This is an optimization exercise on Yosys and OpenROAD, whose aim is small area, a short achievable clock period and few clock cycles per item, not a production implementation.
At most, simulation tests tie the RTL to the original design; equivalence was not proved.
The RTL of runs 2 to 6 was laid out without a check of its function.
Power and IR drop assume default switching activity.

===== design.v =====
package mem_types;
    localparam NUM_SETS = 32;
    localparam NUM_ISETS= 32;
    typedef struct packed {  
        logic [(31-($clog2(NUM_SETS)+5)):00] tag;
        logic [($clog2(NUM_SETS)-1):00] set_addr;
        logic [04:00] offset;
        logic   [31:0]  ufp_addr;
        logic   [3:0]   ufp_rmask;
        logic   [3:0]   ufp_wmask;
        logic   [31:0]  ufp_wdata;
    } cache_t;
    typedef struct packed {  
        logic [(31-($clog2(NUM_ISETS)+5)):00] tag;
        logic [($clog2(NUM_ISETS)-1):00] set_addr;
        logic [04:00] offset;
        logic   [31:0]  ufp_addr;
        logic   [3:0]   ufp_rmask;
        logic   [3:0]   ufp_wmask;
        logic   [31:0]  ufp_wdata;
    } icache_t;
endpackage : mem_types
package rv32i_types;
    localparam NUM_ARCH_REG = 32;
    localparam NUM_ROB_ENTRIES = 8;
    localparam NUM_PHYS_REG = NUM_ROB_ENTRIES+ 32;
    localparam PHYS_REG_IDX = $clog2(NUM_PHYS_REG) - 1;
    localparam ARCH_REG_IDX = $clog2(NUM_ARCH_REG) - 1;
    localparam NUM_RS_ENTRIES = 2;
    localparam ST_Q_ENTRIES = 2;  
    localparam LD_RS_ENTRIES = 2;  
    localparam BRANCH_PRED_M = 1;
    localparam NUM_ORDER = 10;
    typedef struct packed {
        logic valid;
        logic [63:0] order;
        logic [31:0] inst;
        logic [ARCH_REG_IDX:0] rs1_addr, rs2_addr, rd_addr;
        logic [31:0] rs1_rdata, rs2_rdata, rd_wdata;
        logic [31:0] pc_rdata;
        logic [31:0] pc_wdata;
        logic [31:0] mem_addr;
        logic [3:0] mem_rmask;
        logic [3:0] mem_wmask;
        logic [31:0] mem_rdata;
        logic [31:0] mem_wdata;
    } rvfi_t;
    typedef struct packed {
        logic [ARCH_REG_IDX:0] rd;
        logic [PHYS_REG_IDX:0] pd;
        logic valid;
        logic [$clog2(NUM_ROB_ENTRIES)-1:0] rob_entry_idx;
        logic [31:0] rs1_value, rs2_value, value;
        logic [6:0]  opcode;
        logic [31:0] pc;
        logic [31:0] calculated_pc_next;
        logic [31:0] mem_addr;
        logic [3:0]  mem_rmask;
        logic [3:0]  mem_wmask;
        logic [31:0]  mem_rdata;
        logic [31:0]  mem_wdata;
    } cdb_entry_t; 
    typedef struct packed {
        logic   [31:0]  inst;  
        logic   [31:0]  pc;
        logic   [31:0]  pc_next;  
        logic           valid;  
        logic   [PHYS_REG_IDX:0]   ps1_s, ps2_s, pd_s;
        logic   [ARCH_REG_IDX:0]  rd_s, rs1_s, rs2_s;
        logic   ps1_valid, ps2_valid;
        logic   [2:0]   funct3;
        logic   [6:0]   funct7;
        logic   [6:0]   opcode;
        logic   [31:0]  imm;
        logic   [63:0]  order;
        logic   [BRANCH_PRED_M - 1:0]   br_hist;
        logic           regf_we;
    } decode_rename_to_dispatch_t;  
    typedef struct packed {
        logic [PHYS_REG_IDX:0] pd;
        logic [ARCH_REG_IDX:0] rs1, rs2, rd;
        logic           write_en;  
    } decode_rename_to_RAT_t;  
    typedef struct packed {
        logic [PHYS_REG_IDX:0] ps1, ps2;
        logic ps1_valid, ps2_valid;
    } RAT_to_decode_rename_t;  
    typedef struct packed {
        logic [ARCH_REG_IDX:0] rd;
        logic [PHYS_REG_IDX:0] pd;
        logic [31:0] pc;
        logic [31:0] pc_next;
        logic [63:0] order;
        logic [6:0] opcode;
        logic [31:0] calculated_pc_next;
        logic   [BRANCH_PRED_M - 1:0]   br_hist;
    } dispatch_to_ROB_only_data_t;  
    typedef struct packed {
        dispatch_to_ROB_only_data_t dispatch_to_ROB_only_data;  
        rvfi_t rvfi;
        logic enqueue_rob;
    } dispatch_to_ROB_t;
    typedef struct packed {
        logic commit;
        dispatch_to_ROB_only_data_t dispatch_data;
        rvfi_t rvfi;
    } ROB_entry_t;
    typedef struct packed {
        logic [($clog2(NUM_ROB_ENTRIES)-1):0] rob_entry_idx;
        logic is_rob_full;
    } ROB_to_dispatch_t;  
    typedef struct packed {
        ROB_entry_t rob_entry;
        logic is_rob_empty;
    } ROB_to_RRF_t;
    typedef struct packed {
        logic dequeue;
    } RRF_to_ROB_t;
    typedef struct packed {
        logic ps1_valid, ps2_valid;
        logic [PHYS_REG_IDX:0] ps1, ps2, pd;
        logic [ARCH_REG_IDX:0] rd;
        logic [2:0] funct3;
        logic [6:0] funct7;
        logic [6:0] opcode;
        logic [31:0] imm;
        logic [$clog2(NUM_ROB_ENTRIES)-1:0] rob_entry_idx;
        logic [31:0] pc;
        logic valid;
    } dispatch_to_rs_t;
    typedef struct packed {
        logic ps1_valid, ps2_valid;
        logic [PHYS_REG_IDX:0] ps1, ps2, pd;
        logic [ARCH_REG_IDX:0] rd;
        logic [2:0] funct3;
        logic [6:0] opcode;
        logic [31:0] imm;
        logic [$clog2(NUM_ROB_ENTRIES)-1:0] rob_entry_idx;
        logic [31:0] pc;
        logic valid;
    } dispatch_to_lsq_t;
    typedef struct packed {
        logic ps1_valid, ps2_valid;
        logic [PHYS_REG_IDX:0] ps1, ps2, pd;
        logic [ARCH_REG_IDX:0] rd;
        logic [2:0] funct3;
        logic [6:0] funct7;
        logic [6:0] opcode;
        logic [31:0] imm;
        logic [$clog2(NUM_ROB_ENTRIES)-1:0] rob_entry_idx;
        logic [31:0] pc;
        logic valid;
    } rs_to_alu_t;
       typedef struct packed {
        logic ps1_valid, ps2_valid;
        logic [PHYS_REG_IDX:0] ps1, ps2, pd;
        logic [ARCH_REG_IDX:0] rd;
        logic [2:0] funct3;
        logic [6:0] funct7;
        logic [6:0] opcode;
        logic [31:0] imm;
        logic [$clog2(NUM_ROB_ENTRIES)-1:0] rob_entry_idx;
        logic [31:0] pc;
        logic valid;
    } rs_to_br_t;
    typedef struct packed {
        logic ps1_valid, ps2_valid;
        logic [PHYS_REG_IDX:0] ps1, ps2, pd;
        logic [ARCH_REG_IDX:0] rd;
        logic [2:0] funct3;
        logic [6:0] funct7;
        logic [6:0] opcode;
        logic [31:0] imm;
        logic [$clog2(NUM_ROB_ENTRIES)-1:0] rob_entry_idx;
        logic [31:0] pc;
        logic valid;
    } rs_to_mult_t;
    typedef struct packed {
        logic ps1_valid, ps2_valid;
        logic [PHYS_REG_IDX:0] ps1, ps2, pd;
        logic [ARCH_REG_IDX:0] rd;
        logic [2:0] funct3;
        logic [6:0] funct7;
        logic [6:0] opcode;
        logic [31:0] imm;
        logic [$clog2(NUM_ROB_ENTRIES)-1:0] rob_entry_idx;
        logic [31:0] pc;
        logic valid;
    } rs_to_div_t;
    typedef struct packed {
        logic [PHYS_REG_IDX:0] pd;
        logic [ARCH_REG_IDX:0] rd;
        logic [2:0] funct3;
        logic [6:0] opcode;
        logic [$clog2(NUM_ROB_ENTRIES)-1:0] rob_entry_idx;
        logic [31:0] pc;
        logic valid;
    } mult_pipe_t;
    typedef struct packed {
        rs_to_alu_t data;
        logic [NUM_ORDER:0] order;
    } ALU_RS_entry_t;
    typedef struct packed {
        rs_to_alu_t data;
        logic [NUM_ORDER:0] order;
    } MUL_RS_entry_t;
    typedef struct packed {
        rs_to_br_t data;
        logic [NUM_ORDER:0] order;
    } BR_RS_entry_t;
    typedef struct packed {
        dispatch_to_lsq_t data;
        logic valid;
    } lsq_entry_t;
    typedef struct packed {
       logic   [31:0]  inst;
       logic   [31:0]  pc;
       logic   [31:0]  pc_next;
       logic   [63:0]  order;
       logic           valid;  
    } fetch_to_queue;  
    typedef enum logic [6:0] {
        op_b_lui       = 7'b0110111,  
        op_b_auipc     = 7'b0010111,  
        op_b_jal       = 7'b1101111,  
        op_b_jalr      = 7'b1100111,  
        op_b_br        = 7'b1100011,  
        op_b_load      = 7'b0000011,  
        op_b_store     = 7'b0100011,  
        op_b_imm       = 7'b0010011,  
        op_b_reg       = 7'b0110011   
    } rv32i_opcode;
    typedef enum logic [6:0] {
        base           = 7'b0000000,
        variant        = 7'b0100000,
        mult           = 7'b0000001
    } funct7_t;
    typedef enum logic [2:0] {
        arith_f3_add   = 3'b000,  
        arith_f3_sll   = 3'b001,
        arith_f3_slt   = 3'b010,
        arith_f3_sltu  = 3'b011,
        arith_f3_xor   = 3'b100,
        arith_f3_sr    = 3'b101,  
        arith_f3_or    = 3'b110,
        arith_f3_and   = 3'b111
    } arith_f3_t;
    typedef enum logic [2:0] {
        load_f3_lb     = 3'b000,
        load_f3_lh     = 3'b001,
        load_f3_lw     = 3'b010,
        load_f3_lbu    = 3'b100,
        load_f3_lhu    = 3'b101
    } load_f3_t;
    typedef enum logic [2:0] {
        store_f3_sb    = 3'b000,
        store_f3_sh    = 3'b001,
        store_f3_sw    = 3'b010
    } store_f3_t;
    typedef enum logic [2:0] { 
        branch_f3_beq  = 3'b000,
        branch_f3_bne  = 3'b001,
        branch_f3_blt  = 3'b100,
        branch_f3_bge  = 3'b101,
        branch_f3_bltu = 3'b110,
        branch_f3_bgeu = 3'b111
    } branch_f3_t;
    typedef enum logic [2:0] {
        alu_op_add     = 3'b000,
        alu_op_sll     = 3'b001,
        alu_op_sra     = 3'b010,
        alu_op_sub     = 3'b011,
        alu_op_xor     = 3'b100,
        alu_op_srl     = 3'b101,
        alu_op_or      = 3'b110,
        alu_op_and     = 3'b111
    } alu_ops;
    typedef enum logic [2:0] {
        mul_op_mul      = 3'b000,
        mul_op_mulh     = 3'b001,
        mul_op_mulhsu   = 3'b010,
        mul_op_mulhu    = 3'b011,
        mul_op_div      = 3'b100,
        mul_op_divu     = 3'b101,
        mul_op_rem      = 3'b110,
        mul_op_remu     = 3'b111
    } mul_ops;
    typedef union packed {
        logic [31:0] word;
        struct packed {
            logic [11:0] i_imm;
            logic [4:0]  rs1;
            logic [2:0]  funct3;
            logic [4:0]  rd;
            rv32i_opcode opcode;
        } i_type;
        struct packed {
            logic [6:0]  funct7;
            logic [4:0]  rs2;
            logic [4:0]  rs1;
            logic [2:0]  funct3;
            logic [4:0]  rd;
            rv32i_opcode opcode;
        } r_type;
        struct packed {
            logic [11:5] imm_s_top;
            logic [4:0]  rs2;
            logic [4:0]  rs1;
            logic [2:0]  funct3;
            logic [4:0]  imm_s_bot;
            rv32i_opcode opcode;
        } s_type;
        struct packed {
            logic [11:5] imm_s_top;
            logic [4:0]  rs2;
            logic [4:0]  rs1;
            logic [2:0]  funct3;
            logic [4:0]  imm_s_bot;
            rv32i_opcode opcode;
        } b_type;
        struct packed {
            logic [31:12] imm;
            logic [4:0]   rd;
            rv32i_opcode  opcode;
        } j_type;
    } instr_t;
endpackage : rv32i_types
module div_unit
(
    input  logic        clk,
    input  logic        rst,
    input  logic        issue,           
    input  logic [2:0]  funct3,          
    input  logic [6:0]  opcode,
    input  logic [4:0]  rd,
    input  logic [5:0]  pd,
    input  logic [2:0]  rob_idx,
    input  logic [31:0] pc,
    input  logic [31:0] ps1_value,
    input  logic [31:0] ps2_value,
    output logic        ready,           
    input  logic        cdb_dequeue,     
    output logic        res_valid,
    output logic [4:0]  res_rd,
    output logic [5:0]  res_pd,
    output logic [2:0]  res_rob_idx,
    output logic [31:0] res_value,
    output logic [31:0] res_rs1_value,
    output logic [31:0] res_rs2_value,
    output logic [31:0] res_pc,
    output logic [31:0] res_pc_next,
    output logic [6:0]  res_opcode
);
function automatic logic [5:0] bitlen(input logic [31:0] x);
    bitlen = 6'd0;
    for (int i = 0; i < 32; i++)
        if (x[i]) bitlen = i + 1;
endfunction
function automatic logic [31:0] or_down(input logic [31:0] x);
    or_down = x;
    or_down = or_down | (or_down >> 1);
    or_down = or_down | (or_down >> 2);
    or_down = or_down | (or_down >> 4);
    or_down = or_down | (or_down >> 8);
    or_down = or_down | (or_down >> 16);
endfunction
function automatic logic [31:0] or_up(input logic [31:0] x);
    or_up = x << 1;
    or_up = or_up | (or_up << 1);
    or_up = or_up | (or_up << 2);
    or_up = or_up | (or_up << 4);
    or_up = or_up | (or_up << 8);
    or_up = or_up | (or_up << 16);
endfunction
logic s_idle, s_setup, s_iter, s_done;
logic [31:0] a_r, b_r, pc_r;
logic [6:0]  opcode_r;
logic [4:0]  rd_r;
logic [5:0]  pd_r;
logic [2:0]  rob_r;
logic        rem_r;       
logic        sa_r, sb_r;  
logic        sel_a, sel_r, sel_q, neg_r;  
logic [5:0]  lb_r;        
logic [5:0]  n_r;         
logic [31:0] r_r;         
logic [31:0] q_r;         
logic        sgn_i, sa_i, sb_i, dbz_i, one_i, quick_i;
logic [31:0] ma_i, mb_i, pa_i;
assign sgn_i = ~funct3[0];
assign sa_i  = sgn_i & ps1_value[31];
assign sb_i  = sgn_i & ps2_value[31];
assign dbz_i = (ps2_value == 32'd0);
assign one_i = (ps2_value == 32'd1) | (sgn_i & (ps2_value == 32'hffffffff));
assign ma_i  = ps1_value ^ {32{sa_i}};
assign mb_i  = ps2_value ^ {32{sb_i}};
assign pa_i  = or_down(ma_i);
assign quick_i = dbz_i | one_i | (|(mb_i & ~(sa_i ? {pa_i[30:0], 1'b1} : pa_i)));
logic [31:0] fx_out;
div_signfix fix (
    .a(a_r), .r(r_r), .q(q_r),
    .sel_a(sel_a), .sel_r(sel_r), .sel_q(sel_q), .neg(neg_r),
    .y(fx_out)
);
logic [5:0]  n_diff, n_set;
assign n_diff = n_r - lb_r + 6'd1;
assign n_set  = n_diff[5] ? 6'd32 : {n_diff[5:1] + {4'd0, n_diff[0]}, 1'b0};
logic [31:0] rot1, rot2, rot3, rot, lowmask;
assign rot1    = n_set[1] ? {fx_out[1:0], fx_out[31:2]} : fx_out;
assign rot2    = n_set[2] ? {rot1[3:0],   rot1[31:4]}   : rot1;
assign rot3    = n_set[3] ? {rot2[7:0],   rot2[31:8]}   : rot2;
assign rot     = n_set[4] ? {rot3[15:0],  rot3[31:16]}  : rot3;
assign lowmask = 32'hffffffff >> n_set;
logic [35:0] r4, nb1, nb2, d1, d2, d3, cs_s, cs_c;
logic        c_b;
logic [1:0]  qdig;
logic [31:0] r_next;
assign c_b  = ~sb_r;
assign r4   = {2'b00, r_r, q_r[31:30]};
assign nb1  = {4'b1111, b_r ^ {32{c_b}}};
assign nb2  = {nb1[34:0], c_b};
assign d1   = r4 + nb1 + {35'd0, c_b};
assign d2   = r4 + nb2 + {35'd0, c_b};
assign cs_s = r4 ^ nb1 ^ nb2;
assign cs_c = {((r4[34:0] & nb1[34:0]) | (r4[34:0] & nb2[34:0]) | (nb1[34:0] & nb2[34:0])), c_b};
assign d3   = cs_s + cs_c + {35'd0, c_b};
always_comb begin
    if (!d3[35])      begin qdig = 2'd3; r_next = d3[31:0]; end
    else if (!d2[35]) begin qdig = 2'd2; r_next = d2[31:0]; end
    else if (!d1[35]) begin qdig = 2'd1; r_next = d1[31:0]; end
    else              begin qdig = 2'd0; r_next = r4[31:0]; end
end
assign ready     = s_idle | (s_done & cdb_dequeue);
assign res_valid = s_done;
always_ff @(posedge clk) begin
    if (rst) begin
        s_idle  <= 1'b1;
        s_setup <= 1'b0;
        s_iter  <= 1'b0;
        s_done  <= 1'b0;
    end else begin
        s_setup <= issue & ~quick_i;
        s_iter  <= s_setup | (s_iter & (n_r != 6'd2));
        s_done  <= (issue & quick_i) | (s_iter & (n_r == 6'd2)) | (s_done & ~cdb_dequeue);
        s_idle  <= (s_idle & ~issue) | (s_done & cdb_dequeue & ~issue);
    end
end
always_ff @(posedge clk) begin
    if (issue) begin
        a_r      <= ps1_value;
        b_r      <= ps2_value;
        pc_r     <= pc;
        opcode_r <= opcode;
        rd_r     <= rd;
        pd_r     <= pd;
        rob_r    <= rob_idx;
        rem_r    <= funct3[1];
        sa_r     <= sa_i;
        sb_r     <= sb_i;
        sel_a    <= ~quick_i | (funct3[1] ^ one_i);
        sel_r    <= 1'b0;
        sel_q    <= quick_i & ~funct3[1] & ~one_i;
        neg_r    <= ~quick_i ? sa_i : (one_i & ~funct3[1] & sb_i);
        lb_r     <= bitlen(mb_i);
        n_r      <= bitlen(ma_i) + {5'd0, sa_i};
    end else if (s_setup) begin
        n_r      <= n_set;
        sel_a    <= 1'b0;
        sel_r    <= rem_r;
        sel_q    <= ~rem_r;
        neg_r    <= rem_r ? sa_r : (sa_r ^ sb_r);
    end else if (s_iter) begin
        n_r      <= n_r - 6'd2;
    end
end
always_ff @(posedge clk) begin
    if (issue) begin
        q_r <= {32{dbz_i}};
    end else if (s_setup) begin
        r_r <= rot & lowmask;
        q_r <= rot & ~lowmask;
    end else if (s_iter) begin
        r_r <= r_next;
        q_r <= {q_r[29:0], qdig};
    end
end
logic [31:0] pc_carry;
assign pc_carry = {~or_up(~{pc_r[31:2], 2'b11})};
assign res_rd        = rd_r;
assign res_pd        = pd_r;
assign res_rob_idx   = rob_r;
assign res_value     = fx_out;
assign res_rs1_value = a_r;
assign res_rs2_value = b_r;
assign res_pc        = pc_r;
assign res_pc_next   = {pc_r[31:2] ^ pc_carry[31:2], pc_r[1:0]};
assign res_opcode    = opcode_r;
endmodule
module div_signfix
(
    input  logic [31:0] a,
    input  logic [31:0] r,
    input  logic [31:0] q,
    input  logic        sel_a,
    input  logic        sel_r,
    input  logic        sel_q,
    input  logic        neg,
    output logic [31:0] y
);
logic [31:0] x, lo;
assign x = ({32{sel_a}} & a) | ({32{sel_r}} & r) | ({32{sel_q}} & q);
always_comb begin
    lo = x << 1;
    lo = lo | (lo << 1);
    lo = lo | (lo << 2);
    lo = lo | (lo << 4);
    lo = lo | (lo << 8);
    lo = lo | (lo << 16);
end
assign y = x ^ ({32{neg}} & lo);
endmodule

===== flow/run.sh =====
#!/bin/bash
export BUFFER_PORTS_ARGS="-buffer_cell sky130_fd_sc_hd__buf_1"
bash standard.sh > standard.log 2>&1

===== standard.sh =====
#!/bin/bash
# synth_recipe.tcl (not shown) runs the flow's synth.tcl, then flattens the netlist and writes it again
# the make line also repeats each setting of config.mk as NAME=value (left out here)
make -C /OpenROAD-flow-scripts/flow DESIGN_CONFIG=/design/flow/config.mk WORK_HOME=/design/flow/orfs CLKGATE_MAP_FILE= SYNTH_SCRIPT=/design/flow/synth_recipe.tcl "${@:-finish}"

===== config.mk =====
export PLATFORM = sky130hd
export DESIGN_NAME = div_unit
export DESIGN_NICKNAME = div_unit
export VERILOG_FILES = /design/flow/design.v
export SDC_FILE = /design/flow/constraint.sdc
export NUM_CORES = 4
export LEC_CHECK = 0
export ABC_AREA = 1
export CAP_MARGIN = 20
export CORE_MARGIN = 2
export CORE_UTILIZATION = 50
export PLACE_DENSITY = 0.65
export SETUP_SLACK_MARGIN = 1.0
export SLEW_MARGIN = 20

===== constraint.sdc =====
create_clock -name core_clock -period 5.5 [get_ports {clk}]
set_input_delay 1.1000 -clock core_clock [delete_from_list [all_inputs] [get_ports {clk}]]
set_output_delay 1.1000 -clock core_clock [all_outputs]
set_load 0.01 [all_outputs]

==> results of run 1 <==
-- placed cells by master (no fill, tap or decap), types with 9 or more instances in the layout --
cell type    n
a21oi_1    213
o21ai_1     55
inv_1      236
o21ai_0    157
xnor2_2     10
a31oi_1     17
nor2_1     142
mux2i_1     11
o21ai_2     13
o31ai_1     11
nand4_1     30
nor3_1      26
nand2_1    629
xor2_1     136
nor4_1      10
buf_1      302
ha_1       111
o22ai_1     11
o211ai_1    27
edfxtp_1   199
nand2_2     26
buf_4       80
nand3_1    140
fa_1        34
clkbuf_16   24
inv_2       10
buf_6        9
xnor2_1     89
nor2_2      10
-- flip-flops by register name, summed over array words and instances (netlist names), 3 cells and up --
| name | cells |
|---|---|
| pc_r | 32 |
| b_r | 32 |
| lb_r | 6 |
| opcode_r | 7 |
| pd_r | 6 |
| rob_r | 3 |
| rd_r | 5 |
| r_r | 32 |
| q_r | 32 |
| n_r | 6 |
| a_r | 32 |
-- tightest hold or removal path, delay by kind of cell, from the launching register on --
family / cells / cell delay (ns)
flops: 1 / 0.31
simple gates: 1 / 0.06
compound gates: 1 / 0.05
-- where the power goes --
group / leakage, nW / internal [mW] / switching, mW
Combinational: 7.44 / 1.84 / 3.75
Sequential: 1.98 / 1.91 / 0.119
Clock: 0.393 / 0.952 / 0.689
Total: 9.81 / 4.70 / 4.56
-- final cells by class --
class	count	area [sq um]	share of cell area (%)
timing repair inverter	1	7.51	0.0325
timing repair buffer	397	1900	8.24
clock inverter	16	186	0.808
tap	518	648	2.81
clock buffer	28	616	2.67
sequential	204	6080	26.3
multi-input combinational	2044	12700	55.0
antenna	1	2.50	0.0108
inverter	251	951	4.12
-- repair_timing --
action	4_1_cts	5_1_grt
endpoints found under the hold margin	0	0
setup endpoints to repair	42	79
cloned	0	2
gates resized for setup	29	105
hold buffers	0	0
pin swaps	1	20
buffers inserted	8	19
-- per-layer routing --
layer	share of wire, %	GRT usage [%]	vias up	wire, um
met4	5.6	18.3	4	4290
met3	9.4	6.13	201	7180
met5	0.039	0	-	30
met1	39	46.9	9505	30000
met2	46	57.3	1023	34600
li1	-	-	9514	-
-- worst paths after layout --
path / end / start / cells past startpoint / slack (ns)
worst min-delay path: s_iter$_SDFF_PP0_ / s_iter$_SDFF_PP0_ / 2 / 0.47
worst max-delay path: res_value[31] / sel_a$_SDFFCE_PN0P_ / 16 / 1.16
worst max register to register: r_r[28]$_DFFE_PP_ / sb_r$_DFFE_PP_ / 31 / 1.16
worst min register to register: s_iter$_SDFF_PP0_ / s_iter$_SDFF_PP0_ / 2 / 0.47
-- logic make-up (layout without fill, tap and decap cells) --
kind of cell / after synthesis / count (layout)
AOI/OAI and AO/OA: 575 / 575
xor gates and xnor gates: 242 / 242
adders and majority gates: 149 / 149
buffers and inverters: 339 / 693
DFF: 204 / 204
muxes: 11 / 11
other: 0 / 1
and+or+nand+nor: 1066 / 1067
==> flow_summary.ini, run 1 <==
[status]
status = complete, no violations

[cells_and_area]
final_area_sq_um = 23100
drive_gt1_share_pct = 9.28
fin_nets = 3196
instances_no_fill = 3460
final_core_util_pct = 59.5
area_delta_synth_final_pct = 16.8
fillers = 3616

[floorplan]
core_area_sq_um = 38800
die-width_um = 203
die_area_sq_um = 41100
start_util_pct = 50.9
boundaryPins = 307
die_y_um = 203
std_cell_rows = 72

[timing]
slew_headroom_pct = 33.4
grt_setup_unrepaired = yes
drv_slew = 0
worst_hold_slack_ns = 0.465
post-route-period-util_pct = 79.0
setup_ws_ns = 1.16
max_freq_mhz = 230
fin_skew_ns = 0.0295
setup_viol = 0
hold_viol = 0
worst_slew_pin_slew_ns = 0.998
layout_min_cycle_time_ns = 4.34
fin_tns_setup_ns = 0

[clock_tree]
clk_path_buf_depth = 3
cts_sinks = 204
cts_tree = yes
clock-root-buffer = clkbuf_16
clk_pin_slew_ns = 0.06
htree_levels = 1
insertion_delay_ns = 0.57
numCtsBuffers = 24

[synth]
yosysMostFrequentCell = nand2_1
synthMuxAreaShare_pct = 0.557
synth_warnings = 2
synthFlopType = edfxtp_1
syn_area_per_cell_sq_um = 7.64
yosysSeqAreaShare_pct = 30.7
synth_cell_types = 74
synth_top_area_cell = edfxtp_1
synth_edf_count = 199
synth_xor_area_share_pct = 10.8
synth_top_cell_area_share_pct = 30.2
synthTopCellsByArea = edfxtp_1 30%, nand2_1 12%, ha_1 7.2%, xor2_1 6.2%, a21oi_1 5.6%
async_reset_ff_share_pct = 0
synth-compound-area-share_pct = 16.5
synthAdderAreaFrac_pct = 10.8
syn_inst = 2586
synth_nets = 2859
synth-simple-area-share_pct = 23.3
synth_top_family_by_area = simple AND/OR/NAND/NOR gates
synthTopCellsByCount = 650 x nand2_1, 242 x inv_1, 220 x a21oi_1, 199 x edfxtp_1, 184 x o21ai_0
synth_area_sq_um = 19800
ys_ff_latch = 204

[detailed_routing]
avgRoutedWirePerCell_um = 22.0
vias = 20200
drtAntennaViolNets = 0
drt_wl_total_um = 76100
drc = 0
dr.pass1.iters = 6
drt_first_iter_violations = 2141
viasPerCell = 5.85

[worst_setup_path]
cp-end-kind = output pin
critPathRequiredTime_ns = 4.40
crit_type = register to output pin
cpMostUsedCell = nand2_2
crit_family = simple AND/OR/NAND/NOR gates
worstPathMaxFanout = 32
cp_slowest_cell = edfxtp_1
crit_path_max_incr_delay_ns = 0.37
cp-start-kind = register
crit_chain = buf_6 > nand2_2 > nand3_1 > inv_1 > nand4_2 > nor2_2 > nand2_2 > nor2_2 > nand2_2 > nor2_4 > nand2_4 > nor2_8 > a31oi_4 > a21oi_2 > xnor2_2 > buf_2
critPathArrivalTime_ns = 3.24
path_buf_inv = 3

[global_routing]
grt_max_degree = 76
antenna_found_initial = 3
grt_use_total_pct = 35.9
grt_remaining_overflow = 0
grt_pass1_wl_um = 112000
grt_pass1_vias = 19000

[placed_design]
dp_hpwl_um = 61700
numPlacedInstances = 3385
dpl_cell_area_sq_um = 21600
port_buffers = 305
dp_slack_ns = 0.455
gp_congestion = 1.01

[worst_hold_path]
hold_class = register to register

[pwr]
power.total_mw = 9.26
powerDensity_nw_per_um2 = 401
vdd_ir_drop_max_v = 0.000318
power_leakage_nw = 9.81

[job]
drv_cap = 0
Testbench counts, summed over its fixed seeds: cycles 16,505, ops 3,200.
==> run 2, diff against run 1 <==
--- a/design.v
+++ b/design.v
@@ -385,17 +385,16 @@
 logic [5:0]  n_r;         
 logic [31:0] r_r;         
 logic [31:0] q_r;         
-logic        sgn_i, sa_i, sb_i, dbz_i, one_i, quick_i;
+logic        sgn_i, sa_i, sb_i, dbz_i, quick_i;
 logic [31:0] ma_i, mb_i, pa_i;
 assign sgn_i = ~funct3[0];
 assign sa_i  = sgn_i & ps1_value[31];
 assign sb_i  = sgn_i & ps2_value[31];
 assign dbz_i = (ps2_value == 32'd0);
-assign one_i = (ps2_value == 32'd1) | (sgn_i & (ps2_value == 32'hffffffff));
 assign ma_i  = ps1_value ^ {32{sa_i}};
 assign mb_i  = ps2_value ^ {32{sb_i}};
 assign pa_i  = or_down(ma_i);
-assign quick_i = dbz_i | one_i | (|(mb_i & ~(sa_i ? {pa_i[30:0], 1'b1} : pa_i)));
+assign quick_i = dbz_i | (|(mb_i & ~(sa_i ? {pa_i[30:0], 1'b1} : pa_i)));
 logic [31:0] fx_out;
 div_signfix fix (
     .a(a_r), .r(r_r), .q(q_r),
@@ -457,10 +456,10 @@
         rem_r    <= funct3[1];
         sa_r     <= sa_i;
         sb_r     <= sb_i;
-        sel_a    <= ~quick_i | (funct3[1] ^ one_i);
+        sel_a    <= ~quick_i | funct3[1];
         sel_r    <= 1'b0;
-        sel_q    <= quick_i & ~funct3[1] & ~one_i;
-        neg_r    <= ~quick_i ? sa_i : (one_i & ~funct3[1] & sb_i);
+        sel_q    <= quick_i & ~funct3[1];
+        neg_r    <= ~quick_i & sa_i;
         lb_r     <= bitlen(mb_i);
         n_r      <= bitlen(ma_i) + {5'd0, sa_i};
     end else if (s_setup) begin
==> flow_summary.ini, run 2 <==
[cells_and_area]
antenna_cells = 0
fin_nets = 3102
layout_common_cells = 609 x nand2_1, 299 x buf_1, 217 x inv_1, 202 x a21oi_1, 199 x edfxtp_1
area_delta_synth_final_pct = 18.7
drive_gt1_share_pct = 9.80
final_common_cell = nand2_1

[global_routing]
grt_remaining_overflow = 0
grt_max_degree = 51
grt_pass1_wl_um = 107000
antenna_found_initial = 0
grt_pass1_vias = 18400
grt_use_total_pct = 34.6

[synth]
yosysMostFrequentCell = nand2_1
synth_area_sq_um = 19300
synthTopCellsByCount = 609 x nand2_1, 221 x inv_1, 216 x a21oi_1, 199 x edfxtp_1, 175 x o21ai_0
synth_top_cell_area_share_pct = 31.0
synth_edf_count = 199
synth_cell_types = 75
async_reset_ff_share_pct = 0
syn_inst = 2495
ys_ff_latch = 204
synth_top_area_cell = edfxtp_1
synth_nets = 2767
yosysSeqAreaShare_pct = 31.5
synth_warnings = 2
synthTopCellsByArea = edfxtp_1 31%, nand2_1 12%, ha_1 7.3%, xor2_1 6.6%, a21oi_1 5.6%
synthFlopType = edfxtp_1
syn_area_per_cell_sq_um = 7.72

[placed_design]
port_buffers = 305
gp_congestion = 1.01
dp_slack_ns = 0.599
dp_hpwl_um = 58500

[detailed_routing]
viasPerCell = 5.77
vias = 19400
drtAntennaViolNets = 0
drt_first_iter_violations = 1923
drt_wl_total_um = 73300
dr.pass1.iters = 6
drc = 0
avgRoutedWirePerCell_um = 21.8

[pwr]
powerDensity_nw_per_um2 = 416
vdd_ir_drop_max_v = 0.000270
power.total_mw = 9.51
power_leakage_nw = 9.64

[timing]
hold_viol = 0
setup_ws_ns = 1.13
post-route-period-util_pct = 79.5
fin_skew_ns = 0.0168
slew_headroom_pct = 29.3
grt_setup_unrepaired = yes
fin_tns_setup_ns = 0
layout_min_cycle_time_ns = 4.37
worst_slew_pin_slew_ns = 1.06
max_freq_mhz = 229
drv_slew = 0
setup_viol = 0

[worst_setup_path]
crit_family = simple AND/OR/NAND/NOR gates
worstPathMaxFanout = 4
critPathArrivalTime_ns = 3.27
cp-end-kind = output pin
critical_path.startpoint = pc_r[2]$_DFFE_PP_
crit_path_max_incr_delay_ns = 0.41
cp_slowest_cell = edfxtp_1
crit_type = register to output pin
ff2ff_setup_slack_ns = 1.19
path_buf_inv = 3
critPathRequiredTime_ns = 4.40
crit_chain = ha_2 > nand3_2 > nor3_4 > nand4_1 > buf_4 > nor4b_4 > nand4_1 > nor3_2 > nand3_2 > nor3_4 > buf_4 > xor2_1 > buf_2
cp-start-kind = register
r2r_start = sb_r$_DFFE_PP_

[job]
drv_cap = 0

[floorplan]
core_area_sq_um = 37800
die_area_sq_um = 40100
boundaryPins = 307
start_util_pct = 50.9
die_y_um = 200
std_cell_rows = 71
die-width_um = 200

[worst_hold_path]
min_from = s_iter$_SDFF_PP0_
hold_class = register to register

[clock_tree]
htree_levels = 1
insertion_delay_ns = 0.54
clk_path_buf_depth = 3
clock-root-buffer = clkbuf_16
clk_pin_slew_ns = 0.06
cts_sinks = 204
numCtsBuffers = 24
cts_tree = yes
postCtsHoldBufs = 0

[status]
status = complete, no violations
run 2: logic make-up (layout without fill, tap and decap cells):
logic type | count (synthesis) | count (layout) | synth area share [%]
compound gates | 570 | 570 | 16.9
mux | 16 | 16 | 0.832
flops | 204 | 204 | 31.5
fa+ha+maj | 148 | 148 | 11.0
simple gates | 1001 | 1002 | 22.2
buf+inv | 317 | 669 | 6.59
xor+xnor | 239 | 239 | 10.9
run 2: through the flow:
stage	instances	hold slack, ns	util, %	cell area [sq um]
2_1_floorplan	2495	0.435	-	19300
3_3_place_gp	3268	0.453	55.6	21000
3_5_place_dp	3268	0.463	55.6	21000
4_1_cts	3321	0.473	58.4	22100
5_1_grt	3359	0.497	60.4	22900
6_report	3359	0.492	60.4	22900
run 2: final timing paths:
check,endpoint,cells past startpoint
worst max-delay path,res_pc_next[26],13
worst min register to register,s_iter$_SDFF_PP0_,2
worst max register to register,r_r[28]$_DFFE_PP_,29
worst min-delay path,s_iter$_SDFF_PP0_,2
run 2: routing by layer:
layer / global-route usage (%) / vias up / share of wire (%)
met5: 0 / - / 0
met4: 12.1 / 0 / 3.7
met3: 4.82 / 158 / 7.8
met2: 59.8 / 858 / 49
met1: 44.3 / 9163 / 40
li1: - / 9218 / -
run 2: power by group:
| part | switching (mW) | total, mW | internal, mW |
|---|---|---|---|
| Clock | 0.675 | 1.69 | 1.02 |
| Sequential | 0.143 | 2.05 | 1.91 |
| Combinational | 3.90 | 5.76 | 1.87 |
run 2: area by class of cell:
class                   instances  area (sq um)
repair inverters                2          15.0
multi-input cells            1975         12500
clock inverters                16           194
repair buffers                392          1930
inverters                     231           877
well taps                     511           639
fillers                      3519         15000
flip-flops and latches        204          6080
clock buffers                  28           637
run 2: timing repair:
action / CTS / global route
pin swaps: 5 / 29
endpoints found under the setup margin: 54 / 90
hold endpoints to repair: 0 / 0
gates cloned: 0 / 5
resized for setup: 33 / 101
buffers inserted: 9 / 33
run 2: tightest hold or removal path: stages, from the launching register on:
cell and delay, ns:
dfxtp_1 0.32, nand2_1 0.07, a21oi_1 0.06
==> run 3, diff against run 2 <==
--- a/config.mk
+++ b/config.mk
@@ -12,3 +12,4 @@
 export PLACE_DENSITY = 0.65
 export SETUP_SLACK_MARGIN = 1.0
 export SLEW_MARGIN = 20
+export SYNTH_HIERARCHICAL = 1
==> flow_summary.ini, run 3 <==
[detailed_routing]
wl_met1_um = 29100
route.met2.wl_um = 33800
avgRoutedWirePerCell_um = 21.5
dr.pass1.iters = 6
viasPerCell = 5.79
drtAntennaViolNets = 0
drt_first_iter_violations = 1704
routed-wl-met3_um = 6290
vias = 19500
drt_wl_total_um = 72400
drc = 0
top_layer = met5

[placed_design]
dpl_cell_area_sq_um = 21300
dp_hpwl_um = 57800
port_buffers = 305
gp_congestion = 0.997

[synth]
syn_inst = 2498
syn_area_per_cell_sq_um = 7.83
synth_warnings = 8
synth_area_sq_um = 19600
synth_nets = 2770
synth_cell_types = 68
yosysSeqAreaShare_pct = 31.1
synthFlopType = edfxtp_1
synthTopCellsByArea = edfxtp_1 31%, nand2_1 12%, ha_1 7.2%, xnor2_1 4.8%, xor2_1 4.7%
synth_edf_count = 199
async_reset_ff_share_pct = 0
yosysMostFrequentCell = nand2_1
synth_top_area_cell = edfxtp_1
synth_top_cell_area_share_pct = 30.6
synthTopCellsByCount = 625 x nand2_1, 219 x inv_1, 199 x edfxtp_1, 181 x o21ai_0, 176 x a21oi_1
ys_ff_latch = 204

[worst_setup_path]
r2r_start = sb_r$_DFFE_PP_
worstPathMaxFanout = 3
rr_endpoint = r_r[8]$_DFFE_PP_
crit_type = register to output pin
critPathArrivalTime_ns = 3.34
cp_slowest_cell = edfxtp_1
crit_chain = ha_2 > nand4_1 > inv_1 > nand3_1 > inv_1 > nand3_1 > inv_1 > nand3_1 > nand3b_1 > buf_4 > nor4b_4 > nand3_2 > nor3_2 > nand3_1 > xnor2_1 > clkbuf_2
cp-end-kind = output pin
crit_family = simple AND/OR/NAND/NOR gates
ff2ff_setup_slack_ns = 1.18
critPathRequiredTime_ns = 4.40
crit_path_max_incr_delay_ns = 0.40
cpMostUsedCell = nand3_1
cp-start-kind = register
critical_path_cell_count = 16
path_buf_inv = 5
r2r_cells = 23

[cells_and_area]
multi_input_comb_area_sq_um = 12700
drive_gt1_share_pct = 9.74
fin_nets = 3109
antenna_cells = 0
area_delta_synth_final_pct = 17.2
final_common_cell = nand2_1
layout_common_cells = 619 x nand2_1, 301 x buf_1, 217 x inv_1, 199 x edfxtp_1, 169 x nor2_1
final_area_sq_um = 22900
regArea_sq_um = 6080
fillers = 3566

[pwr]
seqPwrFrac_pct = 22.1
p_sw_mw = 4.54
internal_power_mw = 4.71
powerDensity_nw_per_um2 = 403
p_sw_share_pct = 49.1
p_clk_share_pct = 16.2
pwr-share-comb_pct = 61.7
power_leakage_nw = 9.69
power.total_mw = 9.24
vdd_ir_drop_max_v = 0.000307

[global_routing]
grt_use_total_pct = 34.1
grt_max_degree = 72
antenna_found_initial = 1
grt_pass1_wl_um = 107000
grt_pass1_vias = 18700
grt_remaining_overflow = 0

[clock_tree]
clk_pin_slew_ns = 0.06
clk_path_buf_depth = 3
insertion_delay_ns = 0.56
cts_tree = yes
numCtsBuffers = 24
htree_levels = 1
clock-root-buffer = clkbuf_16
cts_sinks = 204

[floorplan]
die_y_um = 202
boundaryPins = 307
core_area_sq_um = 38600
start_util_pct = 50.6
die-width_um = 202
die_area_sq_um = 40700
std_cell_rows = 72

[worst_hold_path]
min_from = s_iter$_SDFF_PP0_
hold_path_end = s_iter$_SDFF_PP0_
holdPathStages = 2
hold_class = register to register

[timing]
fin_skew_ns = 0.0422
setup_viol = 0
post-route-period-util_pct = 80.6
hold_viol = 0
worst_slew_pin_slew_ns = 1.00
drv_slew = 0
layout_min_cycle_time_ns = 4.44
max_freq_mhz = 225
fin_tns_setup_ns = 0
slew_headroom_pct = 33.2
grt_setup_unrepaired = yes

[status]
status = complete, no violations

[job]
drv_cap = 0
## run 3: what timing repair did
item,in CTS,in global routing
gates resized for setup,36,100
buffers inserted,4,31
pin swaps,1,22
hold endpoints to repair,0,0
endpoints found under the setup margin,40,62
hold buffers,0,0
gates cloned,0,4
## run 3: kinds of logic (layout without fill, tap and decap cells)
family	Yosys count	after routing	share of synthesized area, %
DFF	204	204	31.1
muxes	77	77	3.94
xor gates and xnor gates	218	218	10.0
buffers and inverters	310	665	6.61
adders and majority gates	148	148	10.8
AOI/OAI and AO/OA	515	515	15.1
and+or+nand+nor	1026	1027	22.5
## run 3: Yosys stat by module, one instance, submodules excluded
module,flip-flops and latches,times used
div_signfix,0,1
div_unit,204,1
## run 3: per-layer routing
layer,track usage [%],up-vias
met5,0,-
met4,11.4,2
met3,5.56,203
met2,57.5,919
met1,44.6,9167
li1,-,9225
## run 3: cell type report
type                       count  area share, %
sequential                   204           26.5
timing repair buffer         393           8.32
tap                          518           2.83
multi-input combinational   1985           55.3
inverter                     229           3.81
clock inverter                12          0.420
clock buffer                  31           2.78
## run 3: worst max-delay path by stage
stage,start,endpoint,slack [ns]
after global placement,sb_r$_DFFE_PP_,r_r[30]$_DFFE_PP_,0.49
after detailed placement,sb_r$_DFFE_PP_,r_r[30]$_DFFE_PP_,0.39
after CTS,n_r[1]$_DFFE_PP_,q_r[15]$_DFFE_PP_,1.00
after floorplan,sb_r$_DFFE_PP_,r_r[28]$_DFFE_PP_,1.00
final,pc_r[3]$_DFFE_PP_,res_pc_next[28],1.06
after global routing,pc_r[3]$_DFFE_PP_,res_pc_next[28],0.84
## run 3: power by group through the flow
stage | clock network [mW] | registers [mW] | logic (mW)
after floorplan | 0 | 2.04 | 3.49
after global placement | 0 | 2.07 | 5.07
after detailed placement | 0 | 2.07 | 5.13
after CTS | 1.51 | 2.04 | 5.21
after global routing | 1.56 | 2.05 | 6.16
final | 1.50 | 2.04 | 5.70
## run 3: tightest hold or removal path: stages, from the launching register on
cell,delay (ns)
dfxtp_1,0.31
nand2_1,0.06
a21oi_1,0.05
## run 3: metrics by stage
stage          util [%]  hold WS, ns  instances  worst slack, ns
3_5_place_dp       55.2        0.456       3289            0.386
4_1_cts            57.6        0.465       3336             1.00
6_report           59.3        0.464       3372             1.06
3_3_place_gp       55.2        0.451       3289            0.487
2_1_floorplan         -        0.435       2498             1.00
5_1_grt            59.3        0.496       3372            0.842
==> run 4, diff against run 3 <==
--- a/design.v
+++ b/design.v
@@ -456,8 +456,8 @@
         rem_r    <= funct3[1];
         sa_r     <= sa_i;
         sb_r     <= sb_i;
-        sel_a    <= ~quick_i | funct3[1];
-        sel_r    <= 1'b0;
+        sel_a    <= ~quick_i;
+        sel_r    <= quick_i & funct3[1];
         sel_q    <= quick_i & ~funct3[1];
         neg_r    <= ~quick_i & sa_i;
         lb_r     <= bitlen(mb_i);
@@ -474,6 +474,7 @@
 end
 always_ff @(posedge clk) begin
     if (issue) begin
+        r_r <= ps1_value;
         q_r <= {32{dbz_i}};
     end else if (s_setup) begin
         r_r <= rot & lowmask;
--- a/config.mk
+++ b/config.mk
@@ -8,8 +8,8 @@
 export ABC_AREA = 1
 export CAP_MARGIN = 20
 export CORE_MARGIN = 2
-export CORE_UTILIZATION = 50
-export PLACE_DENSITY = 0.65
+export CORE_UTILIZATION = 40
+export PLACE_DENSITY = 0.6
 export SETUP_SLACK_MARGIN = 1.0
 export SLEW_MARGIN = 20
 export SYNTH_HIERARCHICAL = 1
==> flow_summary.ini, run 4 <==
[status]
status = complete, no violations

[cells_and_area]
multi_input_comb_area_sq_um = 12900
drive_gt1_share_pct = 9.34
fillers = 5047
regArea_sq_um = 6090
fin_nets = 3164
final_area_sq_um = 23500
antenna_cells = 0
area_delta_synth_final_pct = 18.0
final_common_cell = nand2_1
layout_common_cells = 665 x nand2_1, 301 x buf_1, 222 x inv_1, 200 x edfxtp_1, 172 x nor2_1

[synth]
synth_cell_types = 68
synth_nets = 2836
yosysSeqAreaShare_pct = 30.6
synthTopCellsByCount = 675 x nand2_1, 227 x inv_1, 200 x edfxtp_1, 177 x nor2_1, 164 x a21oi_1
yosysMostFrequentCell = nand2_1
synthFlopType = edfxtp_1
ys_ff_latch = 204
synth_edf_count = 200
async_reset_ff_share_pct = 0
synth_top_cell_area_share_pct = 30.2
synth_top_area_cell = edfxtp_1
synth_area_sq_um = 19900
syn_area_per_cell_sq_um = 7.76
synth_warnings = 8
syn_inst = 2564
synthTopCellsByArea = edfxtp_1 30%, nand2_1 13%, ha_1 7.1%, xor2_1 5.2%, inv_1 4.3%

[worst_setup_path]
r2r_cells = 15
rr_endpoint = r_r[1]$_DFFE_PP_
worstPathMaxFanout = 36
ff2ff_setup_slack_ns = 1.20
cp-end-kind = register
critPathCapture = r_r[1]$_DFFE_PP_
r2r_start = sb_r$_DFFE_PP_
crit_type = register to register
cp-start-kind = register
critPathArrivalTime_ns = 4.59
critical_path.startpoint = sb_r$_DFFE_PP_
critPathRequiredTime_ns = 5.79

[clock_tree]
numCtsBuffers = 26
clk_pin_slew_ns = 0.07
cts_sinks = 204
cts_tree = yes
insertion_delay_ns = 0.56
clk_path_buf_depth = 3
postCtsHoldBufs = 0
htree_levels = 1
clock-root-buffer = clkbuf_16

[global_routing]
grt_use_total_pct = 28.5
grt_pass1_vias = 18700
grt_pass1_wl_um = 110000
antenna_found_initial = 1
grt_max_degree = 70
grt_remaining_overflow = 0

[placed_design]
dpl_cell_area_sq_um = 22000
dp_hpwl_um = 61900
dp_slack_ns = 0.479
gp_congestion = 0.975
port_buffers = 305

[timing]
drv_slew = 0
max_freq_mhz = 233
slew_headroom_pct = 33.1
layout_min_cycle_time_ns = 4.30
fin_skew_ns = 0.0183
grt_setup_unrepaired = yes
setup_viol = 0
setup_ws_ns = 1.20
worst_hold_slack_ns = 0.471
post-route-period-util_pct = 78.2
hold_viol = 0
worst_slew_pin_slew_ns = 1.00
fin_tns_setup_ns = 0

[detailed_routing]
drc = 0
drtAntennaViolNets = 0
dr.pass1.iters = 8
drt_wl_total_um = 76000
vias = 19900
drt_first_iter_violations = 1901
avgRoutedWirePerCell_um = 21.3
viasPerCell = 5.57

[pwr]
power_leakage_nw = 9.88
vdd_ir_drop_max_v = 0.000309
powerDensity_nw_per_um2 = 604
power.total_mw = 14.2

[worst_hold_path]
hold_class = register to register
holdPathStages = 2

[floorplan]
die_area_sq_um = 51500
die-width_um = 227
core_area_sq_um = 49100
start_util_pct = 40.6
die_y_um = 227
boundaryPins = 307
std_cell_rows = 81

[job]
drv_cap = 0
-- run 4: changes by cell type after synthesis, sizes merged, moves of 10 or more --
cell / change
o211ai: +11
o221ai: +20
inv: +15
nand2: +49
xnor2: -15
o21ai: -43
xor2: +14
a21oi: -12
nand3: +10
-- run 4: layer usage --
layer / vias up / global-route usage [%] / wire, um
met5: - / 0 / 0
li1: 9439 / - / -
met2: 821 / 47.7 / 35800
met4: 0 / 8.67 / 2320
met1: 9524 / 39.0 / 32600
met3: 115 / 2.94 / 5290
-- run 4: worst min path at each step --
stage,slack (ns),start,endpoint
after global placement,0.45,s_iter$_SDFF_PP0_,s_iter$_SDFF_PP0_
after CTS,0.48,s_iter$_SDFF_PP0_,s_iter$_SDFF_PP0_
after detailed placement,0.47,s_iter$_SDFF_PP0_,s_iter$_SDFF_PP0_
after global routing,0.50,s_iter$_SDFF_PP0_,s_iter$_SDFF_PP0_
after floorplan,0.43,s_iter$_SDFF_PP0_,s_iter$_SDFF_PP0_
final,0.47,s_iter$_SDFF_PP0_,s_iter$_SDFF_PP0_
-- run 4: kinds of logic after synthesis --
family | Yosys count | synth area share [%]
adder cells (fa/ha/maj) | 148 | 10.6
AO/OA/AOI/OAI | 481 | 14.4
multiplexers | 80 | 4.05
buffers and inverters | 327 | 6.60
AND/OR/NAND/NOR | 1107 | 23.9
flip-flops | 204 | 30.6
XOR/XNOR | 217 | 9.86
-- run 4: metrics by stage --
| step | cells | util (%) |
|---|---|---|
| after floorplan | 2564 | - |
| after global placement | 3513 | 44.9 |
| after detailed placement | 3513 | 44.9 |
| after CTS | 3561 | 46.9 |
| after global routing | 3575 | 47.8 |
| final | 3575 | 47.8 |
-- run 4: layout make-up --
type | instances | share of cell area [%]
Multi-Input combinational cell | 2035 | 55.1
Sequential cell | 204 | 25.9
Timing Repair Buffer | 383 | 7.76
Inverter | 242 | 3.93
Tap cell | 664 | 3.54
Clock buffer | 29 | 2.91
Clock inverter | 18 | 0.858
-- run 4: critical path, cell delays in order (launching register included) --
cell and delay [ns]:
edfxtp_1 0.43, buf_12 0.18, xnor2_2 0.34, fa_1 0.48, ha_1 0.36, a21oi_1 0.23, o21ai_0 0.18, a21oi_1 0.20
o21ai_0 0.20, nand2_1 0.12, o2111ai_1 0.15, a31oi_4 0.25, buf_12 0.24, o21ai_0 0.12, o221ai_1 0.33, o221ai_1 0.18
-- run 4: Yosys stat by module, one instance, submodules excluded --
module,cell area (sq um),cells inside,flops+latches
div_unit,18200,2201,204
div_signfix,1660,363,0
-- run 4: report_power, final --
| part | switching [mW] | leakage (nW) | internal [mW] | total, mW |
|---|---|---|---|---|
| Sequential | 0.421 | 2.01 | 2.06 | 2.48 |
| Combinational | 6.29 | 7.43 | 3.62 | 9.91 |
| Clock | 0.710 | 0.428 | 1.08 | 1.79 |
| Total | 7.42 | 9.88 | 6.76 | 14.2 |
-- run 4: repair_timing --
action,in CTS,in global routing
buffers inserted,1,10
gates resized for setup,25,80
pin swaps,3,18
cloned,0,3
endpoints found under the hold margin,0,0
endpoints found under the setup margin,43,47
==> run 5, diff against run 4 <==
--- a/config.mk
+++ b/config.mk
@@ -10,6 +10,6 @@
 export CORE_MARGIN = 2
 export CORE_UTILIZATION = 40
 export PLACE_DENSITY = 0.6
-export SETUP_SLACK_MARGIN = 1.0
+export SETUP_SLACK_MARGIN = 1.3
 export SLEW_MARGIN = 20
 export SYNTH_HIERARCHICAL = 1
==> flow_summary.ini, run 5 <==
[cells_and_area]
drive_gt1_share_pct = 17.7
area_delta_synth_final_pct = 29.2
final_common_cell = nand2_1
fin_nets = 3265
layout_common_cells = 641 x nand2_1, 294 x buf_1, 214 x inv_1, 200 x edfxtp_1, 157 x nor2_1

[global_routing]
grt_pass1_vias = 19600
grt-busiest-layer = met2
antenna_found_initial = 2
use_met3_pct = 6.27
grt_max_degree = 70
grt_pass1_wl_um = 114000
gr-usage-met1_pct = 38.3
grt_util_met2_pct = 48.0
grt_use_total_pct = 29.7
grt_remaining_overflow = 0

[synth]
syn_area_per_cell_sq_um = 7.76
synth_nets = 2836
synthTopCellsByCount = 675 x nand2_1, 227 x inv_1, 200 x edfxtp_1, 177 x nor2_1, 164 x a21oi_1
synth_area_sq_um = 19900
synth_warnings = 8
ys_ff_latch = 204
synth_cell_types = 68
synth_top_cell_area_share_pct = 30.2
synthTopCellsByArea = edfxtp_1 30%, nand2_1 13%, ha_1 7.1%, xor2_1 5.2%, inv_1 4.3%
yosysMostFrequentCell = nand2_1
synth_top_area_cell = edfxtp_1
async_reset_ff_share_pct = 0
synth_edf_count = 200
synthFlopType = edfxtp_1
yosysSeqAreaShare_pct = 30.6
syn_inst = 2564

[clock_tree]
insertion_delay_ns = 0.58
cts_tree = yes
postCtsHoldBufs = 0
cts_sinks = 204
numCtsBuffers = 25
clock-root-buffer = clkbuf_16
htree_levels = 1
clk_pin_slew_ns = 0.06
clk_path_buf_depth = 3

[timing]
slew_headroom_pct = 32.7
layout_min_cycle_time_ns = 4.24
grt_setup_unrepaired = yes
setup_ws_ns = 1.26
drv_slew = 0
max_freq_mhz = 236
post-route-period-util_pct = 77.0
setup_viol = 0
fin_skew_ns = 0.0371
fin_tns_setup_ns = 0
worst_slew_pin_slew_ns = 1.01
hold_viol = 0

[worst_setup_path]
critical_path.startpoint = sb_r$_DFFE_PP_
crit_type = register to register
ff2ff_setup_slack_ns = 1.26
worstPathMaxFanout = 23
critPathArrivalTime_ns = 4.51
rr_endpoint = r_r[2]$_DFFE_PP_
r2r_cells = 17
critPathRequiredTime_ns = 5.77
r2r_start = sb_r$_DFFE_PP_
cp-end-kind = register
critPathCapture = r_r[2]$_DFFE_PP_
cp-start-kind = register

[floorplan]
start_util_pct = 40.6
core_area_sq_um = 49100
die-width_um = 227
std_cell_rows = 81
die_y_um = 227
boundaryPins = 307
die_area_sq_um = 51500

[detailed_routing]
drt_wl_total_um = 80200
avgRoutedWirePerCell_um = 21.8
dr.pass1.iters = 6
vias = 20600
drt_first_iter_violations = 1730
drtAntennaViolNets = 0
viasPerCell = 5.60
drc = 0

[placed_design]
dp_slack_ns = 0.139
port_buffers = 305
dp_hpwl_um = 62700
gp_congestion = 0.973

[pwr]
powerDensity_nw_per_um2 = 624
vdd_ir_drop_max_v = 0.000386
power_leakage_nw = 10.7

[status]
status = complete, no violations

[worst_hold_path]
hold_class = register to register

[job]
drv_cap = 0
==> run 5: cell counts after synthesis <==
No cell type changed its count.
==> run 5: power breakdown <==
part / switching [mW] / internal (mW) / total (mW)
Combinational: 7.04 / 4.77 / 11.8
Clock: 0.697 / 1.03 / 1.72
Sequential: 0.443 / 2.06 / 2.50
==> run 5: logic make-up after synthesis <==
family / after synthesis / share of synthesized area [%]
and+or+nand+nor: 1107 / 23.9
AOI/OAI and AO/OA: 481 / 14.4
buffers and inverters: 327 / 6.60
xor gates and xnor gates: 217 / 9.86
DFF: 204 / 30.6
adders and majority gates: 148 / 10.6
muxes: 80 / 4.05
==> run 5: final cells by class <==
class	count	area, sq um
inverters	242	940
fillers	4760	23400
clock inverters	16	204
flip-flops and latches	204	6090
clock buffers	29	641
well taps	664	831
multi-input cells	2034	14000
diodes	2	5.00
repair buffers	486	2980
==> run 5: timing repair <==
action / in CTS / in global routing
setup endpoints to repair: 76 / 92
cloned: 5 / 3
pin swaps: 23 / 91
setup buffers: 48 / 77
resized for setup: 131 / 248
==> run 5: routing by layer <==
layer	up-vias	wire, um
li1	9655	-
met1	9862	32300
met2	905	37000
met3	179	7130
met4	0	3890
met5	-	0
==> run 5: metrics by stage <==
step	hold slack, ns	util [%]	std cells	power [mW]	cell area (sq um)
global route	0.482	52.4	3676	17.1	25700
floorplan	0.435	-	2564	9.03	19900
finish	0.469	52.4	3677	16.0	25700
global placement	0.453	44.7	3497	11.7	21900
detailed placement	0.461	44.7	3497	11.8	21900
CTS	0.469	49.0	3595	14.3	24000
==> run 5: worst min-delay path by stage <==
stage / from / endpoint / slack (ns) / cells past startpoint
after floorplan: s_iter$_SDFF_PP0_ / s_iter$_SDFF_PP0_ / 0.43 / 2
after global placement: s_iter$_SDFF_PP0_ / s_iter$_SDFF_PP0_ / 0.45 / 2
after detailed placement: s_iter$_SDFF_PP0_ / s_iter$_SDFF_PP0_ / 0.46 / 2
after CTS: s_iter$_SDFF_PP0_ / s_iter$_SDFF_PP0_ / 0.47 / 2
after global routing: s_iter$_SDFF_PP0_ / s_iter$_SDFF_PP0_ / 0.48 / 2
final: s_iter$_SDFF_PP0_ / s_iter$_SDFF_PP0_ / 0.47 / 2
==> run 5: worst max-delay path: stages (launching register included) <==
cell and delay [ns]:
edfxtp_1 0.39, buf_6 0.17, bufbuf_16 0.29, xnor2_4 0.27, buf_4 0.17, fa_1 0.41
ha_1 0.39, nand4_1 0.19, nor2_2 0.20, and3_4 0.21, nand2_1 0.07, o2111ai_2 0.10
a31oi_4 0.07, buf_6 0.15, buf_4 0.14, buf_16 0.17, o22ai_1 0.36, o221ai_1 0.16
==> run 5: Yosys stat by module, one instance, submodules excluded <==
module       cells inside  cell area (sq um)  times used  flip-flops and latches
div_signfix           363               1660           1                       0
div_unit             2201              18200           1                     204
==> run 6, diff against run 5 <==
--- a/design.v
+++ b/design.v
@@ -373,7 +373,7 @@
     or_up = or_up | (or_up << 16);
 endfunction
 logic s_idle, s_setup, s_iter, s_done;
-logic [31:0] a_r, b_r, pc_r;
+logic [31:0] a_r, nb_r, pc_r;  
 logic [6:0]  opcode_r;
 logic [4:0]  rd_r;
 logic [5:0]  pd_r;
@@ -395,11 +395,13 @@
 assign mb_i  = ps2_value ^ {32{sb_i}};
 assign pa_i  = or_down(ma_i);
 assign quick_i = dbz_i | (|(mb_i & ~(sa_i ? {pa_i[30:0], 1'b1} : pa_i)));
-logic [31:0] fx_out;
-div_signfix fix (
+logic [31:0] fx_out, pc_next, b_out;
+div_outs outs (
     .a(a_r), .r(r_r), .q(q_r),
     .sel_a(sel_a), .sel_r(sel_r), .sel_q(sel_q), .neg(neg_r),
-    .y(fx_out)
+    .y(fx_out),
+    .pc(pc_r), .pc_next(pc_next),
+    .nb(nb_r), .sb(sb_r), .b(b_out)
 );
 logic [5:0]  n_diff, n_set;
 assign n_diff = n_r - lb_r + 6'd1;
@@ -416,7 +418,7 @@
 logic [31:0] r_next;
 assign c_b  = ~sb_r;
 assign r4   = {2'b00, r_r, q_r[31:30]};
-assign nb1  = {4'b1111, b_r ^ {32{c_b}}};
+assign nb1  = {4'b1111, nb_r};
 assign nb2  = {nb1[34:0], c_b};
 assign d1   = r4 + nb1 + {35'd0, c_b};
 assign d2   = r4 + nb2 + {35'd0, c_b};
@@ -447,7 +449,7 @@
 always_ff @(posedge clk) begin
     if (issue) begin
         a_r      <= ps1_value;
-        b_r      <= ps2_value;
+        nb_r     <= ps2_value ^ {32{~sb_i}};
         pc_r     <= pc;
         opcode_r <= opcode;
         rd_r     <= rd;
@@ -484,19 +486,17 @@
         q_r <= {q_r[29:0], qdig};
     end
 end
-logic [31:0] pc_carry;
-assign pc_carry = {~or_up(~{pc_r[31:2], 2'b11})};
 assign res_rd        = rd_r;
 assign res_pd        = pd_r;
 assign res_rob_idx   = rob_r;
 assign res_value     = fx_out;
 assign res_rs1_value = a_r;
-assign res_rs2_value = b_r;
+assign res_rs2_value = b_out;
 assign res_pc        = pc_r;
-assign res_pc_next   = {pc_r[31:2] ^ pc_carry[31:2], pc_r[1:0]};
+assign res_pc_next   = pc_next;
 assign res_opcode    = opcode_r;
 endmodule
-module div_signfix
+module div_outs
 (
     input  logic [31:0] a,
     input  logic [31:0] r,
@@ -505,7 +505,12 @@
     input  logic        sel_r,
     input  logic        sel_q,
     input  logic        neg,
-    output logic [31:0] y
+    output logic [31:0] y,
+    input  logic [31:0] pc,
+    output logic [31:0] pc_next,
+    input  logic [31:0] nb,
+    input  logic        sb,
+    output logic [31:0] b
 );
 logic [31:0] x, lo;
 assign x = ({32{sel_a}} & a) | ({32{sel_r}} & r) | ({32{sel_q}} & q);
@@ -518,4 +523,15 @@
     lo = lo | (lo << 16);
 end
 assign y = x ^ ({32{neg}} & lo);
+logic [31:0] all1;    
+always_comb begin
+    all1 = {pc[30:2], 3'b111};
+    all1 = all1 & {all1[30:0], 1'b1};
+    all1 = all1 & {all1[29:0], 2'b11};
+    all1 = all1 & {all1[27:0], 4'hf};
+    all1 = all1 & {all1[23:0], 8'hff};
+    all1 = all1 & {all1[15:0], 16'hffff};
+end
+assign pc_next = {pc[31:2] ^ all1[31:2], pc[1:0]};
+assign b = nb ^ {32{~sb}};
 endmodule
--- a/config.mk
+++ b/config.mk
@@ -10,6 +10,6 @@
 export CORE_MARGIN = 2
 export CORE_UTILIZATION = 40
 export PLACE_DENSITY = 0.6
-export SETUP_SLACK_MARGIN = 1.3
+export SETUP_SLACK_MARGIN = 1.0
 export SLEW_MARGIN = 20
 export SYNTH_HIERARCHICAL = 1
==> flow_summary.ini, run 6 <==
[synth]
synth_edf_count = 200
synth_nets = 2908
async_reset_ff_share_pct = 0
synth_xor_area_share_pct = 9.94
synth-simple-area-share_pct = 23.9
synth_top_family_by_area = simple AND/OR/NAND/NOR gates
synth_warnings = 8
synthTopCellsByArea = edfxtp_1 30%, nand2_1 13%, ha_1 7.2%, xor2_1 5.4%, inv_1 4.7%
synth_top_cell_area_share_pct = 29.8
synth_cell_types = 62
yosysSeqAreaShare_pct = 30.2
ys_ff_latch = 204
synth_top_area_cell = edfxtp_1
synth-compound-area-share_pct = 14.6
synthFlopType = edfxtp_1
synthAdderAreaFrac_pct = 10.8
synthMuxAreaShare_pct = 3.73
yosysMostFrequentCell = nand2_1
syn_area_per_cell_sq_um = 7.66
syn_inst = 2632
synthTopCellsByCount = 704 x nand2_1, 252 x inv_1, 200 x edfxtp_1, 177 x o21ai_0, 167 x a21oi_1
synth_area_sq_um = 20200

[detailed_routing]
drt_wl_total_um = 75800
top_layer = met5
dr.pass1.iters = 6
routed-wl-met3_um = 5990
drtAntennaViolNets = 0
route.met2.wl_um = 35700
drc = 0
viasPerCell = 5.47
wl_met1_um = 31600
vias = 20000
avgRoutedWirePerCell_um = 20.7
drt_first_iter_violations = 1695

[cells_and_area]
final_common_cell = nand2_1
final_area_sq_um = 23600
instances_no_fill = 3665
fin_nets = 3251
drive_gt1_share_pct = 9.02
area_delta_synth_final_pct = 17.2
final_core_util_pct = 47.3
layout_common_cells = 692 x nand2_1, 304 x buf_1, 249 x inv_1, 200 x edfxtp_1, 163 x a21oi_1
antenna_cells = 0

[clock_tree]
htree_levels = 1
cts_sinks = 204
clk_pin_slew_ns = 0.06
numCtsBuffers = 24
clock-root-buffer = clkbuf_16
insertion_delay_ns = 0.57
clk_path_buf_depth = 3
cts_tree = yes

[timing]
setup_ws_ns = 1.15
post-route-period-util_pct = 79.0
slew_headroom_pct = 34.0
grt_setup_unrepaired = yes
worst_hold_slack_ns = 0.472
fin_skew_ns = 0.0353
fin_tns_setup_ns = 0
hold_viol = 0
setup_viol = 0
worst_slew_pin_slew_ns = 0.991
layout_min_cycle_time_ns = 4.35
max_freq_mhz = 230
drv_slew = 0

[status]
status = complete, no violations

[placed_design]
gp_congestion = 0.966
dp_slack_ns = 0.484
numPlacedInstances = 3567
dp_hpwl_um = 60900
dpl_cell_area_sq_um = 22100
port_buffers = 305

[worst_setup_path]
r2r_cells = 27
crit_path_max_incr_delay_ns = 0.58
r2r_start = q_r[30]$_DFFE_PP_
cp-end-kind = register
rr_endpoint = r_r[10]$_DFFE_PP_
worstPathMaxFanout = 3
critical_path.startpoint = q_r[30]$_DFFE_PP_
path_buf_inv = 17
ff2ff_setup_slack_ns = 1.15
crit_family = buffers and inverters
critPathArrivalTime_ns = 4.66
critPathRequiredTime_ns = 5.81
crit_type = register to register
cp_slowest_cell = edfxtp_1
cpMostUsedCell = buf_4
cp-start-kind = register

[floorplan]
die_y_um = 228
die-width_um = 228
start_util_pct = 40.3
die_area_sq_um = 52200
core_area_sq_um = 50000
std_cell_rows = 82
boundaryPins = 307

[pwr]
power.total_mw = 13.6
vdd_ir_drop_max_v = 0.000293
powerDensity_nw_per_um2 = 578
power_leakage_nw = 10.1

[global_routing]
grt_max_degree = 70
grt_pass1_vias = 19000
grt_pass1_wl_um = 112000
antenna_found_initial = 2
grt_use_total_pct = 28.0
grt_remaining_overflow = 0

[worst_hold_path]
hold_path_end = s_iter$_SDFF_PP0_
holdPathStages = 2
hold_class = register to register
min_from = s_iter$_SDFF_PP0_

[job]
drv_cap = 0
[run 6: changes by cell type after synthesis, moves of 9 or more]
cell / previous run / this run
inv_2: 12 / 3
o21bai_1: 2 / 28
o211ai_1: 65 / 51
nand3_1: 132 / 118
o21ai_0: 148 / 177
nor2_1: 177 / 164
nand2_1: 675 / 704
inv_1: 227 / 252
o221ai_1: 22 / 4
[run 6: layer usage]
layer | global-route usage, % | up-vias
li1 | - | 9606
met2 | 47.4 | 813
met5 | 0 | -
met1 | 36.3 | 9493
met3 | 5.14 | 134
met4 | 8.58 | 2
[run 6: worst max path at each step]
stage / endpoint / slack (ns) / cells after the start
CTS: r_r[30]$_DFFE_PP_ / 1.01 / 30
floorplan: r_r[28]$_DFFE_PP_ / 1.15 / 22
global placement: r_r[28]$_DFFE_PP_ / 0.52 / 22
detailed placement: r_r[28]$_DFFE_PP_ / 0.48 / 21
global route: r_r[30]$_DFFE_PP_ / 0.93 / 30
finish: r_r[10]$_DFFE_PP_ / 1.15 / 27
[run 6: kinds of logic after synthesis]
| logic type | Yosys count |
|---|---|
| xor gates and xnor gates | 224 |
| DFF | 204 |
| muxes | 75 |
| AOI/OAI and AO/OA | 511 |
| adders and majority gates | 152 |
| buffers and inverters | 346 |
| and+or+nand+nor | 1120 |
[run 6: area by class of cell]
cell class	count	area, sq um
multi-input combinational	2082	12900
sequential	204	6090
fill	5069	26400
clock buffer	26	608
tap	672	841
clock inverter	18	210
inverter	260	990
timing repair buffer	403	1970
[run 6: modules after synthesis, one instance, submodules excluded]
module / cell area, sq um / flip-flops and latches
div_outs: 2680 / 0
div_unit: 17500 / 204
[run 6: timing repair]
item                                    4_1_cts  5_1_grt
buffers inserted                             29       22
endpoints found under the hold margin         0        0
pin swaps                                    12       21
cloned                                        1        1
endpoints found under the setup margin       36       39
hold buffers                                  0        0
resized for setup                            25       56
[run 6: worst register-to-register path, cell delays in order, from the launching register on]
cell      delay (ns)
edfxtp_1        0.58
buf_6           0.17
inv_1           0.06
fa_2            0.38
inv_2           0.11
fa_2            0.22
nand3_1         0.08
nand3_2         0.10
a21boi_2        0.07
o21ai_2         0.17
a21boi_2        0.09
buf_4           0.14
buf_4           0.12
buf_4           0.12
buf_4           0.13
buf_4           0.12
buf_4           0.12
buf_4           0.12
buf_4           0.12
buf_4           0.12
buf_4           0.12
buf_4           0.12
buf_4           0.12
buf_4           0.12
buf_4           0.12
xnor2_1         0.12
o21ai_1         0.16
o21bai_1        0.08
[run 6: where the power goes]
group	internal (mW)	leakage (nW)	total, mW	switching [mW]
combinational	3.56	7.69	9.44	5.87
clock	0.955	0.380	1.68	0.728
sequential	2.05	2.01	2.52	0.468
total	6.57	10.1	13.6	7.07

## what the ideal ports hide
In the flow no input, the clock included, has a driving cell. The finished layouts below were timed again as built, in two steps.
Step 1 sets driving cells, clkbuf_16 on the clock port and buf_2 on the other inputs (assumed; they add their load-dependent delay and slew).
Step 2 times the ports against the registers' clock, not the clock port: input delays grow and output delays shrink by t, the midpoint of the rising clock arrivals with the driver on.
Slacks: no drivers / after step 1 / after step 2; pairs: no drivers / after step 1.
run	shift t [ns]	slack for setup (ns)	latest minus earliest clock arrival (ns)	cell pins on the clock port's net
run 1	0.605	1.155 / 1.102 / 0.835	0.032 / 0.032	1
run 2	0.585	1.126 / 1.075 / 0.726	0.017 / 0.017	1
run 3	0.578	1.065 / 1.025 / 0.856	0.042 / 0.042	1
run 4	0.607	1.200 / 1.163 / 0.626	0.019 / 0.019	1
run 5	0.623	1.264 / 1.264 / 0.878	0.037 / 0.037	1
run 6	0.612	1.153 / 1.153 / 0.757	0.037 / 0.036	1
After both steps every run listed still meets setup and hold. The setup slack of run 4, which loses most, moves by -0.037 ns with the drivers and by -0.574 ns with both steps.
